What follows belongs to an exercise in optimizing a design on an open flow for small area, a short achievable clock period and few clock cycles; a production flow would make more cautious choices. In this exercise RTL edits were held to simulation tests only and were not proved equivalent to the original. No activity file was given, so power comes from the tool's default toggle rates.

==> flow/design.v <==
module proc (
   imem_addr, dmem_addr, dmem_wdata, dmem_en, dmem_wr, halt,
   clk, rst, imem_rdata, dmem_rdata
   );
   input clk;
   input rst;
   output [15:0] imem_addr;
   input  [15:0] imem_rdata;
   output [15:0] dmem_addr;
   output [15:0] dmem_wdata;
   output        dmem_en;
   output        dmem_wr;
   input  [15:0] dmem_rdata;
   output        halt;
   function [16:0] pfx16;
      input [15:0] p, g;
      input        cin;
      reg   [15:0] gg, pp;
      integer      l, m, n;
      begin
         gg = g;
         pp = p;
         gg[0] = g[0] | (p[0] & cin);
         for (l = 1; l < 16; l = l * 2)
            for (m = 0; m < 16; m = m + 1)
               if (m & l) begin
                  n = (m & ~(2 * l - 1)) + l - 1;
                  gg[m] = gg[m] | (pp[m] & gg[n]);
                  pp[m] = pp[m] & pp[n];
               end
         pfx16 = {gg[15], p ^ {gg[14:0], cin}};
      end
   endfunction
   wire [15:0] ni  = imem_rdata;
   wire [4:0]  nop = ni[15:11];
   wire [2:0]  nrs = ni[10:8];
   wire [2:0]  nrt = ni[7:5];
   wire n_rfmt  = (nop[4:3] == 2'b11) & (nop[2:1] != 2'b00);    
   wire n_addi  = (nop == 5'b01000);
   wire n_subi  = (nop == 5'b01001);
   wire n_logi  = (nop[4:1] == 4'b0101);                       
   wire n_shi   = (nop[4:2] == 3'b101);                        
   wire n_st    = (nop == 5'b10000);
   wire n_ld    = (nop == 5'b10001);
   wire n_slbi  = (nop == 5'b10010);
   wire n_stu   = (nop == 5'b10011);
   wire n_btr   = (nop == 5'b11001);
   wire n_lbi   = (nop == 5'b11000);
   wire n_arith = (nop == 5'b11011);                           
   wire n_shr   = (nop == 5'b11010);                           
   wire n_cmp   = (nop[4:2] == 3'b111);                        
   wire n_br    = (nop[4:2] == 3'b011);
   wire n_j     = (nop[4:2] == 3'b001) & ~nop[0];              
   wire n_jr    = (nop[4:2] == 3'b001) &  nop[0];              
   wire n_link  = (nop[4:1] == 4'b0011);                       
   wire       n_we = n_addi | n_subi | n_logi | n_shi | n_ld | n_slbi | n_stu |
                     n_btr | n_lbi | n_arith | n_shr | n_cmp | n_link;
   wire [2:0] n_wa = n_link ? 3'd7 :
                     (n_lbi | n_slbi | n_stu) ? nrs :
                     (n_btr | n_arith | n_shr | n_cmp) ? ni[4:2] : nrt;
   reg  [15:0] r0, r1, r2, r3, r4, r5, r6, r7;
   reg  [15:0] an, bn;
   always @* begin
      case (nrs)
        3'd0: an = r0; 3'd1: an = r1; 3'd2: an = r2; 3'd3: an = r3;
        3'd4: an = r4; 3'd5: an = r5; 3'd6: an = r6; default: an = r7;
      endcase
      case (nrt)
        3'd0: bn = r0; 3'd1: bn = r1; 3'd2: bn = r2; 3'd3: bn = r3;
        3'd4: bn = r4; 3'd5: bn = r5; 3'd6: bn = r6; default: bn = r7;
      endcase
   end
   reg  [15:1] f;            
   reg  [7:0]  agl;          
   reg         x_inc, x_dec;     
   reg  [15:1] bt;           
   reg         nx_f, nx_bt, nx_agu;  
   reg  [15:0] a, b;         
   reg         we;
   reg  [2:0]  wa;
   reg         x_en, x_wr, x_halt;
   reg         x_sub, x_andn;
   reg  [1:0]  x_sht, x_cmpt;
   reg         s_agu, s_add, s_log, s_sh, s_btr, s_cmp, s_imm, s_slbi, s_ld, s_link;
   wire [15:8] agh   = x_inc ? a[15:8] + 8'd1 : x_dec ? a[15:8] - 8'd1 : a[15:8];
   wire [15:0] agu   = {agh, agl};
   assign dmem_addr  = agu;
   assign dmem_wdata = b;
   assign dmem_en    = x_en;
   assign dmem_wr    = x_wr;
   assign halt       = x_halt;
   wire [15:1] nxt   = ({15{nx_f}} & f) | ({15{nx_bt}} & bt) | ({15{nx_agu}} & agu[15:1]);
   assign imem_addr  = {nxt, 1'b0};
   wire [15:0] ax   = x_sub ? ~a : a;
   wire [16:0] sum  = pfx16(ax ^ b, ax & b, x_sub);
   wire        eq   = (a == b);
   wire        sle  = (a[15] & ~b[15]) | (~(a[15] ^ b[15]) & sum[16]);
   wire        cmpb = (x_cmpt == 2'd0) ? eq :
                      (x_cmpt == 2'd1) ? (sle & ~eq) :
                      (x_cmpt == 2'd2) ? sle : sum[16];
   wire [15:0] lres = x_andn ? (a & ~b) : (a ^ b);
   wire [3:0]  k    = b[3:0];
   wire [15:0] t1   = k[0] ? {a[14:0], a[15]}      : a;
   wire [15:0] t2   = k[1] ? {t1[13:0], t1[15:14]} : t1;
   wire [15:0] t3   = k[2] ? {t2[11:0], t2[15:12]} : t2;
   wire [15:0] rot  = k[3] ? {t3[7:0], t3[15:8]}   : t3;
   reg  [15:0] mask, btr;
   integer i;
   always @* begin
      for (i = 0; i < 16; i = i + 1) begin
         mask[i] = ~x_sht[0] | (x_sht[1] ? (i < k || k == 4'd0) : (i >= k));
         btr[i]  = a[15 - i];
      end
   end
   wire [15:0] shres = rot & mask;
   wire [15:0] wd = ({16{s_agu}}  & agu) |
                    ({16{s_add}}  & sum[15:0]) |
                    ({16{s_log}}  & lres) |
                    ({16{s_sh}}   & shres) |
                    ({16{s_btr}}  & btr) |
                    ({16{s_cmp}}  & {15'd0, cmpb}) |
                    ({16{s_imm}}  & {s_slbi ? a[7:0] : b[15:8], b[7:0]}) |
                    ({16{s_ld}}   & dmem_rdata) |
                    ({16{s_link}} & {f, 1'b0});
   always @(posedge clk) begin
      if (we) begin
         case (wa)
           3'd0: r0 <= wd; 3'd1: r1 <= wd; 3'd2: r2 <= wd; 3'd3: r3 <= wd;
           3'd4: r4 <= wd; 3'd5: r5 <= wd; 3'd6: r6 <= wd; default: r7 <= wd;
         endcase
      end
   end
   wire [15:0] n_s5 = {{11{ni[4]}}, ni[4:0]};
   wire [15:0] n_z5 = {11'd0, ni[4:0]};
   wire [15:0] n_s8 = {{8{ni[7]}}, ni[7:0]};
   wire [15:0] fa   = (we && wa == nrs) ? wd : an;
   wire [15:0] fb   = (we && wa == nrt) ? wd : bn;
   wire [7:0]  n_imm = n_jr ? ni[7:0] : {{3{ni[4]}}, ni[4:0]};
   wire [8:0]  n_agl = {1'b0, fa[7:0]} + {1'b0, n_imm};
   wire [15:1] n_off = n_j ? {{5{ni[10]}}, ni[10:1]} : {{8{ni[7]}}, ni[7:1]};
   wire [3:0]  n_cnt = n_shi ? ni[3:0] : fb[3:0];
   wire        n_rgt = n_shi ? nop[1] : ni[1];
   wire [3:0]  n_k   = n_rgt ? 4'd0 - n_cnt : n_cnt;
   wire        n_az  = ~|fa;
   wire        n_tk  = n_j | (n_br & ((nop[1:0] == 2'b00) ?  n_az :
                                      (nop[1:0] == 2'b01) ? ~n_az :
                                      (nop[1:0] == 2'b10) ?  fa[15] : ~fa[15]));
   always @(posedge clk) begin
      a <= fa;
      b <= n_subi           ? n_s5 :
           (n_shi | n_shr)  ? {12'd0, n_k} :
           n_logi           ? n_z5 :
           (n_lbi | n_slbi) ? n_s8 : fb;
      agl   <= n_agl[7:0];
      x_inc <= n_agl[8] & ~n_imm[7];
      x_dec <= ~n_agl[8] & n_imm[7];
      bt    <= nxt + n_off + 15'd1;
      f        <= rst ? 15'd0 : nxt + 15'd1;
      we     <= ~rst & n_we;
      wa     <= n_wa;
      nx_f   <= rst | ~(n_jr | n_tk);
      nx_bt  <= ~rst & n_tk;
      nx_agu <= ~rst & n_jr;
      x_en   <= ~rst & (n_st | n_ld | n_stu);
      x_wr   <= ~rst & (n_st | n_stu);
      x_halt <= ~rst & (nop == 5'b00000);
      x_sub  <= n_subi | (n_arith & (ni[1:0] == 2'b01)) | (n_cmp & (nop[1:0] == 2'b01 || nop[1:0] == 2'b10));
      x_andn <= n_rfmt ? ni[0] : nop[0];
      x_sht  <= n_rfmt ? ni[1:0] : nop[1:0];
      x_cmpt <= nop[1:0];
      s_agu  <= n_addi | n_stu;
      s_add  <= n_subi | (n_arith & ~ni[1]);
      s_log  <= n_logi | (n_arith & ni[1]);
      s_sh   <= n_shi | n_shr;
      s_btr  <= n_btr;
      s_cmp  <= n_cmp;
      s_imm  <= n_lbi | n_slbi;
      s_slbi <= n_slbi;
      s_ld   <= n_ld;
      s_link <= n_link;
   end
endmodule
Settings: LEC_CHECK=0, ABC_AREA=1, CAP_MARGIN=0, CORE_MARGIN=2, CORE_UTILIZATION=40, SETUP_SLACK_MARGIN=5.0, SLEW_MARGIN=0; clock period 9.0 ns.
run.sh (not shown) runs the stock make flow with config.mk's settings and CLKGATE_MAP_FILE= SYNTH_SCRIPT=/design/flow/synth_recipe.tcl, a recipe that flattens the netlist after the stock synthesis.
Testbench counts at the start, summed over its fixed seeds: cycles 87,473.
Next try:
Settings changed: CAP_MARGIN 0 to 20, CTS_BUF_LIST from default to sky130_fd_sc_hd__clkbuf_16, CTS_CLUSTER_DIAMETER from default to 120, CTS_CLUSTER_SIZE from default to 24, SETUP_SLACK_MARGIN 5.0 to 4.8, SLEW_MARGIN 0 to 20.
Final area went down by about 5.6%.
Routed wire length fell by 0.85%.
Synthesized cell count does not change.
Fmax drops by 4.1%.
First-iteration DRC count came out higher by about 9%.
Worst setup slack is worse by 0.17 ns.
Next try:
Settings changed: CTS_BUF_LIST sky130_fd_sc_hd__clkbuf_16 to default, CTS_CLUSTER_DIAMETER 120 to default, CTS_CLUSTER_SIZE 24 to default, SETUP_SLACK_MARGIN 4.8 to 5.0.
=> Die area does not change; area after synthesis stays the same; worst hold slack is worse by 0.035 ns; sequential power barely changes.

---

Setup of indigo:
Starts from the design.v that is shown in full above.
clock: 9.0 ns
lec_check: 0
abc_area: 1
cap_margin: 20
core_margin: 2
core_utilization: 40
cts_buf_list: sky130_fd_sc_hd__clkbuf_16
cts_cluster_diameter: 100
cts_cluster_size: 20
place_density: 0.5
setup_slack_margin: 5.0
slew_margin: 20
No stage failed in indigo, and the final checks on the layout all came back clean.
Testbench counts of indigo, summed over its fixed seeds: cycles 87,473.
Relative to indigo, the following input files were edited for violet:
- SETUP_SLACK_MARGIN changed from 5.0 to 4.5
- PLACE_DENSITY removed (was 0.5)
Results
The run showing the smaller setup slack is violet. Of indigo and violet, indigo shows the lower sequential power share, with violet above it. violet vs indigo on wire length after detailed routing: violet is the lower one. met1 capacity usage during global routing was lower in violet than in indigo. Sort indigo and violet by cell area desc -> top: indigo. Summary of violet over indigo: final cell count moved down, timing-limited maximum frequency moved down, power drawn by the combinational cells moved down. violet ended with more count of buffering cells on the critical path with inverters included than indigo. Post-route worst hold slack for violet is higher than for indigo. imem_addr[15] as the last element of the critical path was reported by violet, and imem_addr[3] by indigo.
For zinc, these inputs were changed with respect to violet:
- a change of SETUP_SLACK_MARGIN from 4.5 to 5.0
==> flow/flow/run.sh (new file) <==
#!/bin/bash
bash standard.sh SETUP_SLACK_MARGIN=5.5 finish > standard.log 2>&1
==> flow/standard.sh (new file) <==
#!/bin/bash
# synth_recipe.tcl (not shown) runs the flow's synth.tcl, then flattens the netlist and writes it again
# the make line also repeats each setting of config.mk as NAME=value (left out here)
make -C /OpenROAD-flow-scripts/flow DESIGN_CONFIG=/design/flow/config.mk WORK_HOME=/design/flow/orfs CLKGATE_MAP_FILE= SYNTH_SCRIPT=/design/flow/synth_recipe.tcl "${@:-finish}"
removed: flow/run.sh
[summary]
- zinc against violet: cell depth of the worst hold path now sits lower, non-clock buffer count has increased, clock power shows a reduction of about 3%.
- The transition time of the tightest slew-check pin reported for zinc is greater than that of violet by 0.19 ns.
- Of zinc and violet, violet shows the lower sequential cell area, with zinc above it.
- Critical path depth ends up lower on violet.
- Sort zinc and violet by global-route usage, ascending, and violet comes first.
What quartz does differently from zinc at the input level:
- an added PLACE_DENSITY of 0.75
==> flow/run.sh (new file) <==
#!/bin/bash
# synth_recipe.tcl (not shown) runs the flow's synth.tcl, then flattens the netlist and writes it again
# the make line also repeats each setting of config.mk as NAME=value (left out here)
make -C /OpenROAD-flow-scripts/flow DESIGN_CONFIG=/design/flow/config.mk WORK_HOME=/design/flow/orfs CLKGATE_MAP_FILE= SYNTH_SCRIPT=/design/flow/synth_recipe.tcl finish
removed: flow/flow/run.sh
removed: flow/standard.sh
--- outcome ---
- Both conditions hold for quartz: the flow ran to the end and the final layout passed the timing, DRC and antenna checks.
- Summary of quartz over zinc: worst hold slack now larger, clock latency at the later pin of the worst-skew pair closely matched the old numbers, leakage dissipation dropped 8.2%.
- Delta (quartz minus zinc): maximum vdd drop went down by 13%; count of cells resized by post-cts repair went down by about 60%; estimated wirelength of the detail-placed design went down by about 0.8%.

## what the ideal ports hide
The flow's constraints put no driver on any port. The routed layouts listed below were extracted and timed again, unchanged, in two steps.
Step 1 (the two cells are an assumption about what drives the block):
set clk [get_ports {clk}]
set_driving_cell -lib_cell sky130_fd_sc_hd__clkbuf_16 $clk
set_driving_cell -lib_cell sky130_fd_sc_hd__buf_2 [delete_from_list [all_inputs] $clk]
Step 2, shift: input delay + t, output delay - t, t = (earliest + latest rising clock arrival at the registers) / 2. This alone moves slack from input paths to output paths.
Three values: ideal, step 1, step 2; two values: the first two.
run | t, ns | setup slack, ns | latest minus earliest clock arrival (ns)
the first run of note 1 | 0.590 | 5.037 / 4.982 / 4.568 | 0.030 / 0.030
the second run of note 1 | 0.536 | 4.866 / 4.817 / 4.359 | 0.041 / 0.041
the third run of note 1 | 0.590 | 5.037 / 4.982 / 4.568 | 0.030 / 0.030
indigo | 0.547 | 5.048 / 4.995 / 4.574 | 0.017 / 0.016
violet | 0.554 | 4.577 / 4.519 / 4.123 | 0.044 / 0.044
zinc | 0.544 | 5.164 / 5.114 / 4.640 | 0.033 / 0.034
quartz | 0.538 | 4.998 / 4.949 / 4.556 | 0.032 / 0.033
After both steps every run listed still meets setup and hold. For zinc, which loses most, drivers alone change the setup slack by -0.050 ns; drivers and shift together by -0.524 ns.
